From an optimization exercise on the open Yosys and OpenROAD flow, aimed at small area and a short achievable clock period; shortcuts taken in it are not production practice.
At most, simulation tests tie the RTL to the original design; equivalence was not proved.

Setup of purple:
==> flow/design.v <==
module viterbi_add_select #(
    parameter ZA = 0,
    parameter ZB = 0
) (
    input             clk,
    input      [11:0] m0,       
    input      [11:0] m1,       
    input      [9:0]  bA,       
    input      [9:0]  bB,       
    input             go,       
    input             hold,     
    output reg        du,       
    output reg        dd,       
    output reg [11:0] mu,       
    output reg [11:0] md        
);
wire [11:0] xA = {{2{bA[9]}}, bA};
wire [11:0] xB = {{2{bB[9]}}, bB};
wire [11:0] u0 = ZA ? m0 : m0 + xA;
wire [11:0] u1 = ZB ? m1 : m1 + xB;
wire [11:0] d0 = ZB ? m0 : m0 + xB;
wire [11:0] d1 = ZA ? m1 : m1 + xA;
wire [11:0] tu = u0 - u1;
wire [11:0] td = d0 - d1;
wire        cu = ~tu[11];
wire        cd = ~td[11];
wire su0 = go & ~cu;
wire su1 = go &  cu;
wire sd0 = go & ~cd;
wire sd1 = go &  cd;
always @(posedge clk) begin
    du <= cu;
    dd <= cd;
    mu <= ({12{su0}} & u0) | ({12{su1}} & u1) | ({12{hold}} & mu);
    md <= ({12{sd0}} & d0) | ({12{sd1}} & d1) | ({12{hold}} & md);
end
endmodule
module viterbi_data_forward(
    input         clk,
    input         rst,
    input  [7:0]  LLR0,
    input  [7:0]  LLR1,
    input         data_in_v,
    output [63:0] back_info,
    output        back_info_v
);
localparam [63:0] ATAB = {
    2'd3, 2'd2, 2'd3, 2'd2, 2'd0, 2'd1, 2'd0, 2'd1,
    2'd0, 2'd1, 2'd0, 2'd1, 2'd3, 2'd2, 2'd3, 2'd2,
    2'd1, 2'd0, 2'd1, 2'd0, 2'd2, 2'd3, 2'd2, 2'd3,
    2'd2, 2'd3, 2'd2, 2'd3, 2'd1, 2'd0, 2'd1, 2'd0};
wire [9:0] p = {LLR0[7], LLR0[7], LLR0} + {LLR1[7], LLR1[7], LLR1};
reg  [7:0] ra, rb, na, nb;
reg  [9:0] rp, np;
reg        v1, v2, clr;
always @(posedge clk) begin
    ra  <= LLR0;
    rb  <= LLR1;
    rp  <= p;
    na  <= ~LLR0;
    nb  <= ~LLR1;
    np  <= ~p;
    v1  <= data_in_v & ~rst;
    v2  <= v1 & ~rst;
    clr <= rst;
end
wire go   = v1;
wire hold = ~v1 & ~clr;
wire [9:0] bm [0:7];
assign bm[0] = 10'd0;
assign bm[1] = {ra[7], ra[7], ra};
assign bm[2] = {rb[7], rb[7], rb};
assign bm[3] = rp;
assign bm[4] = 10'd0;
assign bm[5] = ~{na[7], na[7], na};
assign bm[6] = ~{nb[7], nb[7], nb};
assign bm[7] = ~np;
wire [11:0] m [0:63];
genvar i;
generate
    for (i = 0; i < 32; i = i + 1) begin : bf
        localparam integer A = ATAB[2*i +: 2];
        localparam integer B = 3 - A;
        localparam integer C = (i >= 16) ? 4 : 0;    
        viterbi_add_select #(.ZA(A == 0), .ZB(B == 0)) u (
            .clk  (clk),
            .m0   (m[2*i]),
            .m1   (m[2*i+1]),
            .bA   (bm[C+A]),
            .bB   (bm[C+B]),
            .go   (go),
            .hold (hold),
            .du   (back_info[i]),
            .dd   (back_info[i+32]),
            .mu   (m[i]),
            .md   (m[i+32])
        );
    end
endgenerate
assign back_info_v = v2;
endmodule
clock: 5.5 ns
lec_check: 0
cap_margin: 20
core_margin: 2
core_utilization: 40
slew_margin: 20
run.sh (not shown) runs the stock make flow with config.mk's settings and CLKGATE_MAP_FILE= SYNTH_SCRIPT=/design/flow/synth_recipe.tcl, a recipe that flattens the netlist after the stock synthesis.
> inputs changed (purple -> red)
--- a/flow/design.v
+++ b/flow/design.v
@@ -2,27 +2,27 @@
     parameter ZA = 0,
     parameter ZB = 0
 ) (
     input             clk,
     input      [11:0] m0,       
     input      [11:0] m1,       
-    input      [9:0]  bA,       
-    input      [9:0]  bB,       
+    input      [8:0]  bA,
+    input      [8:0]  bB,
     input             go,       
     input             hold,     
     output reg        du,       
     output reg        dd,       
     output reg [11:0] mu,       
     output reg [11:0] md        
 );
-wire [11:0] xA = {{2{bA[9]}}, bA};
-wire [11:0] xB = {{2{bB[9]}}, bB};
-wire [11:0] u0 = ZA ? m0 : m0 + xA;
-wire [11:0] u1 = ZB ? m1 : m1 + xB;
-wire [11:0] d0 = ZB ? m0 : m0 + xB;
-wire [11:0] d1 = ZA ? m1 : m1 + xA;
+wire [11:0] i0 = {m0[11:8] + 4'd1, m0[7:0]};    
+wire [11:0] i1 = {m1[11:8] + 4'd1, m1[7:0]};    
+wire [11:0] u0 = ZA ? i0 : m0 + {3'd0, bA};
+wire [11:0] u1 = ZB ? i1 : m1 + {3'd0, bB};
+wire [11:0] d0 = ZB ? i0 : m0 + {3'd0, bB};
+wire [11:0] d1 = ZA ? i1 : m1 + {3'd0, bA};
 wire [11:0] tu = u0 - u1;
 wire [11:0] td = d0 - d1;
 wire        cu = ~tu[11];
 wire        cd = ~td[11];
 wire su0 = go & ~cu;
 wire su1 = go &  cu;
@@ -46,15 +46,15 @@
 );
 localparam [63:0] ATAB = {
     2'd3, 2'd2, 2'd3, 2'd2, 2'd0, 2'd1, 2'd0, 2'd1,
     2'd0, 2'd1, 2'd0, 2'd1, 2'd3, 2'd2, 2'd3, 2'd2,
     2'd1, 2'd0, 2'd1, 2'd0, 2'd2, 2'd3, 2'd2, 2'd3,
     2'd2, 2'd3, 2'd2, 2'd3, 2'd1, 2'd0, 2'd1, 2'd0};
-wire [9:0] p = {LLR0[7], LLR0[7], LLR0} + {LLR1[7], LLR1[7], LLR1};
+wire [8:0] p = {LLR0[7], LLR0} + {LLR1[7], LLR1} + 9'd256;
 reg  [7:0] ra, rb, na, nb;
-reg  [9:0] rp, np;
+reg  [8:0] rp, np;
 reg        v1, v2, clr;
 always @(posedge clk) begin
     ra  <= LLR0;
     rb  <= LLR1;
     rp  <= p;
     na  <= ~LLR0;
@@ -63,20 +63,20 @@
     v1  <= data_in_v & ~rst;
     v2  <= v1 & ~rst;
     clr <= rst;
 end
 wire go   = v1;
 wire hold = ~v1 & ~clr;
-wire [9:0] bm [0:7];
-assign bm[0] = 10'd0;
-assign bm[1] = {ra[7], ra[7], ra};
-assign bm[2] = {rb[7], rb[7], rb};
+wire [8:0] bm [0:7];
+assign bm[0] = 9'd256;
+assign bm[1] = {~ra[7], ra[7], ra[6:0]};
+assign bm[2] = {~rb[7], rb[7], rb[6:0]};
 assign bm[3] = rp;
-assign bm[4] = 10'd0;
-assign bm[5] = ~{na[7], na[7], na};
-assign bm[6] = ~{nb[7], nb[7], nb};
+assign bm[4] = 9'd256;
+assign bm[5] = ~{~na[7], na[7], na[6:0]};
+assign bm[6] = ~{~nb[7], nb[7], nb[6:0]};
 assign bm[7] = ~np;
 wire [11:0] m [0:63];
 genvar i;
 generate
     for (i = 0; i < 32; i = i + 1) begin : bf
         localparam integer A = ATAB[2*i +: 2];
[compare] base=purple new=red: worst-case headroom to the max-slew limit increased 1.9 points; clock-pin slew reported for the worst setup and hold paths after clock tree synthesis held.
Of red and purple, it is red that has the lower layout overhead on the synthesized area.
Comparing red and purple, final clock period utilization by the worst path is higher on purple.
For non-clock buffer count, dividing the value from red by the value from purple gives 0.815.
Relative to purple, red improves setup slack.
Between purple and red, die area decreased.
From purple to red the numbers moved as follows: number of library cell types mapped by synthesis saw an increase; number of tap cells inserted saw a decrease.
Wire length of the first global-routing pass (red over purple): decrease, 4.2%
For purple, only the layout was checked, not whether the RTL still works.

-- separate check: timing with driven ports --
Ports are ideal in the flow. The routed layouts listed here were re-timed in OpenROAD. Step 1 sets driving cells, clkbuf_16 on the clock port and buf_2 on the other inputs (assumed; they add their load-dependent delay and slew). Step 2, shift: input delay + t, output delay - t, t = (earliest + latest rising clock arrival at the registers) / 2. This alone moves slack from input paths to output paths. Slacks: ideal ports / drivers / drivers and shift; pairs: ideal ports / drivers.
| run | shift t [ns] | setup slack, ns | hold slack, ns | clock arrival spread, ns | worst register clock-pin slew, ns |
|---|---|---|---|---|---|
| purple | 0.891 | 0.162 / 0.162 / 0.162 | 0.500 / 0.500 / 0.500 | 0.052 / 0.051 | 0.07 / 0.07 |
| red | 0.885 | 0.236 / 0.236 / 0.236 | 0.491 / 0.491 / 0.491 | 0.081 / 0.081 | 0.07 / 0.07 |
After both steps every run listed still meets setup and hold.
